Background: an optimization exercise with open tools, aiming at small area and a short achievable clock period. Do not read the settings as production practice.
Function was checked by simulation only, so behaviour that the tests miss may differ from the original.
Power figures rest on the tool's default switching activity, not on a simulated workload.

==> flow/design.v (outline; a module is shown in full before it is edited, if it fits) <==
// module r6_mux4h: 3 lines
// module r6_xor: 3 lines
// module r6_gt: 6 lines
// module r6_pe: 7 lines
// module r6_wb: 6 lines
// module r6_pgn: 11 lines
// module r6_gn: 8 lines
// module risc6_core: 501 lines
module risc6_core (
    input clk,
    input rst,
    input [31:0] instr,
    output reg [31:0] pc,
    output reg [31:0] R0, R1, R2, R3,
    output [31:0] R4, R5, R6, R7,
    output reg halt
);
  // ...
==> flow/run.sh <==
#!/bin/bash
# synth_recipe.tcl (not shown) runs the flow's synth.tcl, then flattens the netlist and writes it again
# the make line also repeats each setting of config.mk as NAME=value (left out here)
make -C /OpenROAD-flow-scripts/flow DESIGN_CONFIG=/design/flow/config.mk WORK_HOME=/design/flow/orfs CLKGATE_MAP_FILE= SYNTH_SCRIPT=/design/flow/synth_recipe.tcl finish
==> flow/config.mk <==
export PLATFORM = sky130hd
export DESIGN_NAME = risc6_core
export DESIGN_NICKNAME = risc6_core
export VERILOG_FILES = /design/flow/design.v
export SDC_FILE = /design/flow/constraint.sdc
export NUM_CORES = 4
export LEC_CHECK = 0
export ABC_AREA = 0
export CAP_MARGIN = 20
export CORE_MARGIN = 2
export CORE_UTILIZATION = 40
export SETUP_SLACK_MARGIN = 3.5
export SLEW_MARGIN = 20
export SYNTH_HIERARCHICAL = 1
==> flow/constraint.sdc <==
create_clock -name core_clock -period 6.0 [get_ports {clk}]
set_input_delay 1.2000 -clock core_clock [delete_from_list [all_inputs] [get_ports {clk}]]
set_output_delay 1.2000 -clock core_clock [all_outputs]
set_load 0.01 [all_outputs]
==> notes.md, run 1 <==
* Status: complete, no violations
* Layout area overhead at 42.78%
* DP Wirelength at around 25000 µm
* Clock buffer count at 19
* Min-Delay Startpoint: halt
* Uppermost layer routed: met4
* Post-place setup slack at about 2.6 ns
* Clock network power share at 0.165
* DRT antenna net count at 0
* WL met2 at 21710 µm
* Fin util at 0.5816
* Via density at 5.473
* Initial Utilization at 0.4073
* Post-route DRC at 0
* FF+latch count at around 200
* Antenna Diode Count at 0
* Overall power at 6.802 mW
* Clk slew on worst S/H paths at around 0.08 ns
* Final Non-Filler Cells at approximately 2300
* Flop pwr share at 0.318
* Die W at 181.0 µm
* H-tree depth at 4
* Setup crit start: ir_sb[0]
* Die area at about 33000 µm²
* Clk power at 1.12 mW
* Multi-In Gates at around 1200
* Initial DRC Count at 1068
* CP Cell Sequence: buf_8 > buf_6 > a22oi_2 > nand2_2 > xor2_4 > nor2_2 > nor2_2 > a21oi_2 > o21ai_4 > a21oi_4 > buf_12 > buf_12 > inv_2 > a21oi_4 > xnor2_4 > a21oi_1
* Crit. End Element: register
* CTS Sinks at about 200
==> inputs of run 2 (changes only) <==
--- a/flow/config.mk
+++ b/flow/config.mk
@@ -8,7 +8,7 @@
 export ABC_AREA = 0
 export CAP_MARGIN = 20
 export CORE_MARGIN = 2
-export CORE_UTILIZATION = 40
+export CORE_UTILIZATION = 55
 export SETUP_SLACK_MARGIN = 3.5
 export SLEW_MARGIN = 20
 export SYNTH_HIERARCHICAL = 1
==> run 2 against run 1 <==
Still clean on timing, DRC and antenna. Sequential power is essentially flat. Global-route usage up 8.4 points. Non-clock buffer count shrank 27. Critical path type unchanged. Highest routed layer unchanged.
==> notes.md, run 2 <==
* Status: complete, no violations
* Leakage at ~7.6 nW
* Syn Area/Cell at ~8.5 µm²
* Drt pass-1 iters at 7
* Final Cell Area at around 17000 µm²
* Proportion of layout cells with a drive suffix above 1 at 0.2640
* Initial DRC Count at 1128 (+5.6%)
* Critical path startpoint category: register
* CTS Sinks at 198 (unchanged)
* Largest net degree at the start of global routing at ~160
* YS warnings at 7
* GP Congestion at 0.8795
* Nets@finish at 1863
* Die area at 24000 µm² (-27%)
* Max clock buf depth at 2
* Flop pwr share at 0.319 (about the same)
* CP required at ~6.3 ns
* CTS root buf: clkbuf_16
* Final setup violation count at 0
* Worst path slowest cell: dfxtp_4
* Core Region at between 20000 and 25000 µm²
* Die W at 154.9 µm (-14%)
* WP data arrival at 3.11 ns
* Multi-input gate area at between 8000 and 9000 µm²
* Commonest non-fill, non-tap cell in the layout: dlygate4sd2_1
* Slew margin rel. at 0.2475
* Via count at 12692
* First-pass GRT wire length at approximately 66000 µm
* Final Non-Filler Cells at 2126 (-6.1%)
* Routed WL per cell at around 21 µm
* Skew-Pair Late Insertion Delay at between 0.4 and 0.5 ns
* Final Hold Fails at 0
* Peak VDD IR at around 0.23 mV
* Fin util at 0.7726 (+0.1910)
* Most frequent cells in the layout: dlygate4sd2_1 (162), nor2_1 (154), nand2_1 (153)
* WHS at 0.4782 ns
* Clk slew on worst S/H paths at 0.09 ns (about the same)
* Num CTS Buffers at 17
* Final Cycle Share at 0.4684
* Largest stage delay, worst path at ~0.41 ns
* Int Power at 3.831 mW
* Vias in the first global route at 11951
* Worst Max-Slew Pin Slew at 1.129 ns
* Final Max Slew Viols at 0
* Max Clk Rate at between 300 and 400 MHz
* RSZ-0062 raised after global routing: yes
* Sw Pwr at 2.932 mW
* Hold/Removal Path Class: register to register
* Combinational group share of total power at 0.498
* Antenna Diode Count at 0 (unchanged)
* CP Cell Sequence: buf_12 > buf_6 > a22oi_2 > nand2_2 > xor2_4 > nor2_4 > o21ai_2 > a21oi_4 > o21ai_4 > buf_12 > a21oi_4 > buf_8 > o21ai_2 > xnor2_2 > a21oi_1
* Row count at between 50 and 60
* Crit path max-delay family: compound AO/OA/AOI/OAI gates
* WL final at 43970 µm
* Via density at 5.970 (+9.1%)
* Worst-path maximum fanout at 7
* Post-route DRC at 0 (unchanged)
* CTS tree: yes
* Crit Path Class: register to register
* DRT antenna net count at 0 (unchanged)
* Post-Syn Instances at 1466
* Mapped Area at ~13000 µm²
* Register area at around 4800 µm²
* DP Wirelength at 23670 µm (-6.8%)
* H-tree depth at 4 (unchanged)
* Filler Cell Count at about 1600
* Placed Instance Area at 14610 µm²
* PwrDens at between 300 and 400 nW/µm²
* Crit. End Element: register
* Setup Skew at between 0.015 and 0.02 ns
* GRT overflow at 0
* # IOs at 323
* Layout area overhead at 38.80%
* Clock network power share at 0.182 (+0.017)
* Placed cell count at around 1900
* Total track usage at 0.3514
* Initial Utilization at 0.5566 (+0.1493)
* Height of the die at 154.9 µm
* IO Port Bufs at 194
* Initial antenna violation count at 1
* Total negative setup slack at 0 ns
* Max cap viols at 0
* CP Buf/Inv Count at 4
* Sw frac at 0.4335
* Final min period at roughly 2.8 ns
## run 2: layout make-up
| type | instances | area share |
|---|---|---|
| multi-input combinational | 1187 | 0.4610 |
| inverter | 68 | 0.01490 |
| sequential | 198 | 0.2779 |
| tap | 285 | 0.02051 |
| clock buffer | 17 | 0.02447 |
| timing repair buffer | 356 | 0.1888 |
| clock inverter | 15 | 0.01231 |
## run 2: worst paths after layout
check | start | endpoint | slack, ns | depth (start not counted)
max in group asynchronous | rst | R1[3] | 3.75 | 3
worst min register to register | halt | halt | 0.48 | 1
min in group asynchronous | rst | halt | 1.17 | 3
worst min-delay path | halt | halt | 0.48 | 1
worst max register to register | ir_sb[0] | R3[17] | 3.19 | 15
worst max-delay path | ir_sb[0] | R3[17] | 3.19 | 15
## run 2: repair_timing
| item | in CTS | in global routing |
|---|---|---|
| gates cloned | 1 | 0 |
| gates resized for setup | 260 | 110 |
| setup endpoints to repair | 281 | 126 |
| setup buffers | 124 | 29 |
| pin swaps | 43 | 91 |
| hold buffers | 0 | 0 |
## run 2: stage by stage
step	power, mW	setup slack (ns)
after floorplan	3.831	2.743
after global placement	4.927	2.702
after detailed placement	4.987	2.659
after CTS	6.427	3.276
after global routing	7.133	3.050
final	6.763	3.189
## run 2: layer usage
| metal | vias up | part of all wire | routed length, µm | GRT usage |
|---|---|---|---|---|
| met5 | - | 0 | 0 | 0 |
| met4 | 0 | 0.048 | 2111 | 0.1631 |
| met3 | 154 | 0.10 | 4527 | 0.07047 |
| met2 | 808 | 0.47 | 20550 | 0.5710 |
| met1 | 6143 | 0.38 | 16790 | 0.4544 |
| li1 | 5587 | - | - | - |
## run 2: power groups by stage
stage / Sequential, mW / Clock [mW] / Combinational (mW)
4_1_cts: 2.13 / 1.24 / 3.06
2_1_floorplan: 2.30 / 0 / 1.53
6_report: 2.16 / 1.23 / 3.37
5_1_grt: 2.21 / 1.29 / 3.63
3_3_place_gp: 2.28 / 0 / 2.65
3_5_place_dp: 2.28 / 0 / 2.70
==> inputs of run 3 (changes only) <==
==> flow/flow/run.sh (new file) <==
#!/bin/bash
# Standard layout, with plain buffers (not delay cells) on the ports.
set -e
cp standard.sh standard_sh_copy.log
export BUFFER_PORTS_ARGS="-buffer_cell sky130_fd_sc_hd__buf_1"
bash standard.sh > standard.log 2>&1
==> flow/standard.sh (new file) <==
#!/bin/bash
# synth_recipe.tcl (not shown) runs the flow's synth.tcl, then flattens the netlist and writes it again
# the make line also repeats each setting of config.mk as NAME=value (left out here)
make -C /OpenROAD-flow-scripts/flow DESIGN_CONFIG=/design/flow/config.mk WORK_HOME=/design/flow/orfs CLKGATE_MAP_FILE= SYNTH_SCRIPT=/design/flow/synth_recipe.tcl "${@:-finish}"
removed: flow/run.sh
==> run 3 against run 2 <==
Still clean on timing, DRC and antenna. Count of clock-buffer cells in the layout stayed put. Wire length down 5.9%. First-iteration DRC count up 6.7%. Worst setup slack better by 0.012 ns. Synthesized area did not move. Cell area fell by 9.1%. Critical endpoint is now R3[18]. Highest routed layer unchanged.
==> notes.md, run 3 <==
* Syn Area/Cell at 8.544 µm² (unchanged)
* Sw Pwr at 2.870 mW (-2.1%)
* Final min period at 2.799 ns (-0.01186 ns)
* Via count at 11957 (-5.8%)
* Met2 usage at 0.5587 (-0.01228)
* WL final at 41370 µm (-5.9%)
* GRT overflow at 0 (unchanged)
* Routed WL per cell at 20.06 µm (-3.0%)
* Most frequent cells in the layout: buf_1 (194), dfrtp_1 (162), nand2_1 (157), nor2_1 (157), conb_1 (128)
* Worst-path maximum fanout at 8 (+1)
* Worst Max-Slew Pin Slew at 0.9790 ns (-0.1498 ns)
* Hold Path Stages at 1 (unchanged)
* GR Util met3 at 0.05850 (-0.01198)
* RSZ-0062 raised after global routing: yes
* Int Power at 3.407 mW (-11%)
* Peak VDD IR at 0.2313 mV (+2.0%)
* CTS tree: yes
* Antenna Diode Count at 0 (unchanged)
* Max clock buf depth at 2 (unchanged)
* Placed cell count at 1940 (unchanged)
* Crit. End Element: register
* Vias in the first global route at 11192 (-6.4%)
* Row count at 55 (unchanged)
* Reg-to-reg startpoint: ir_sb[2]
* GRT busiest layer: met2
* Commonest non-fill, non-tap cell in the layout: buf_1
* Max cap viols at 0 (unchanged)
* Height of the die at 154.9 µm (unchanged)
* Crit Path Class: register to register
* Slew margin rel. at 0.3473 (+0.09984)
* Flop pwr share at 0.362 (+0.043)
* DP Wirelength at 23600 µm (-0.29%)
* DRT antenna net count at 0 (unchanged)
* CTS root buf: clkbuf_16
* Post-route DRC at 0 (unchanged)
* Sw frac at 0.4572 (+0.02367)
* Min-Delay Startpoint: halt
* Hold EP: halt
* PwrDens at 397.4 nW/µm² (+2.2%)
* Layout area overhead at 26.11%
* R2R setup slack at 3.20 ns (about the same)
* Overall power at 6.277 mW (-7.2%)
* Num CTS Buffers at 17 (unchanged)
* Total negative setup slack at 0 ns (unchanged)
* Final Max Slew Viols at 0 (unchanged)
* WP data arrival at 3.10 ns (about the same)
* Post-Syn Instances at 1466 (unchanged)
* GP Congestion at 0.8693 (-1.2%)
* Mapped Area at 12530 µm² (unchanged)
* Skew-Pair Late Insertion Delay at 0.45 ns (about the same)
* Largest net degree at the start of global routing at 163 (unchanged)
* Nets@finish at 1799 (-3.4%)
* CP Cell Sequence: buf_8 > a22oi_1 > nand2_1 > xor2_2 > nor2_2 > nor2_2 > a21oi_4 > o21ai_4 > a21oi_4 > buf_12 > inv_4 > a21oi_4 > xnor2_4 > a21oi_1
* Final Hold Fails at 0 (unchanged)
* Drt pass-1 iters at 6 (-1)
* Core Region at 22500 µm² (unchanged)
* YS warnings at 7 (unchanged)
* CTS Sinks at 198 (unchanged)
* Global routing usage on met1 at 0.4391 (-0.01527)
* R2R depth at 14 (-1)
* Critical path startpoint category: register
* Final Cycle Share at 0.4664 (-0.001977)
* Die area at 24000 µm² (unchanged)
* Status: complete, no violations
* Worst r2r dst: R3[18]
* Max Clk Rate at 357.3 MHz (+0.42%)
* Combinational group share of total power at 0.441 (-0.057)
* Worst path slowest cell: dfxtp_4
* Final setup violation count at 0 (unchanged)
* Largest stage delay, worst path at 0.42 ns (about the same)
* Initial Utilization at 0.5566 (unchanged)
* Hold_buf cts at 0 (unchanged)
* Final Non-Filler Cells at 2062 (-3.0%)
* Hold/Removal Path Class: register to register
* Initial DRC Count at 1204 (+6.7%)
* Clk slew on worst S/H paths at 0.09 ns (about the same)
* H-tree depth at 4 (unchanged)
* First-pass GRT wire length at 62910 µm (-4.5%)
* Initial antenna violation count at 0 (-1)
* Proportion of layout cells with a drive suffix above 1 at 0.2245 (-0.03945)
* Leakage at 6.499 nW (-14%)
* Via density at 5.799 (-2.9%)
* CP required at 6.30 ns (about the same)
* Total track usage at 0.3354 (-0.01598)
* Die W at 154.9 µm (unchanged)
* IO Port Bufs at 194 (unchanged)
* Clock network power share at 0.196 (+0.014)
* Most used cell, CP: a21oi_4
* Setup Skew at 0.01853 ns (+0.0002959 ns)
* # IOs at 323 (unchanged)
## run 3: area by class of cell
class	count	area [µm²]
well taps	285	356.6
flip-flops and latches	198	4811
clock inverters	15	216.5
clock buffers	17	425.4
fillers	1781	6706
repair buffers	292	1679
inverters	68	269.0
multi-input cells	1187	8039
## run 3: worst max-delay path by stage
stage	to	startpoint
final	R3[18]	ir_sb[2]
after global routing	R2[17]	R2[0]
after CTS	R0[18]	ir_sb[2]
after detailed placement	R0[18]	ir_sb[2]
after global placement	R1[21]	ir_sb[2]
after floorplan	R0[0]	rst
## run 3: what timing repair did
action                                  CTS  global route
pin swaps                                65            75
buffers inserted                         72            17
resized for setup                       101            93
gates cloned                              1             0
endpoints found under the setup margin  119           116
## run 3: routing by layer
layer  up-vias  wire length (µm)
met5         -                 0
met4         0              1515
met3       114              3644
met2       671             19500
met1      5714             16710
li1       5458                 -
## run 3: through the flow
stage | setup slack (ns) | util | hold slack (ns) | area (µm²)
final | 3.201 | 0.7020 | 0.4740 | 15800
after global routing | 3.106 | 0.7020 | 0.5397 | 15800
after CTS | 3.338 | 0.6772 | 0.4748 | 15240
after detailed placement | 2.717 | 0.5953 | 0.4538 | 13400
after global placement | 2.822 | 0.5953 | 0.4492 | 13400
after floorplan | 2.743 | - | 0.5041 | 13230
## run 3: critical path, delay by kind of cell, from the launching register on
kind / cells / cell delay (ns)
AO/OA/AOI/OAI: 6 / 1.02
buffers and inverters: 3 / 0.38
flip-flops: 1 / 0.42
AND/OR/NAND/NOR: 3 / 0.47
XOR/XNOR: 2 / 0.36
## run 3: power by group through the flow
stage | logic [mW] | registers (mW) | clock network (mW)
final | 2.77 | 2.28 | 1.23
after global routing | 3.03 | 2.33 | 1.29
after CTS | 2.53 | 2.25 | 1.24
after detailed placement | 2.22 | 2.30 | 0
after global placement | 2.18 | 2.30 | 0
after floorplan | 1.53 | 2.30 | 0

static timing again, ports no longer ideal:
No port has a modelled driver above. Below, the same layouts with a new extraction and two added sets of constraints. Step 1 assumes that a clkbuf_16 drives the clock port and a buf_2 every other input. Step 2 also shifts input and output timing later by t, the mid clock arrival at the registers, as if the neighbouring blocks saw the same clock. Three values: ideal ports, drivers, drivers and shift; two values: the first two.
| run | shift t [ns] | setup slack, ns | worst setup path after step 2 |
|---|---|---|---|
| run 1 | 0.492 | 3.143 / 3.143 / 3.143 | register to register |
| run 2 | 0.489 | 3.189 / 3.189 / 3.155 | input to register |
| run 3 | 0.485 | 3.201 / 3.201 / 3.201 | register to register |
After both steps every run listed still meets setup and hold. The setup slack of run 2, which loses most, moves by 0.000 ns with the drivers and by -0.034 ns with both steps.
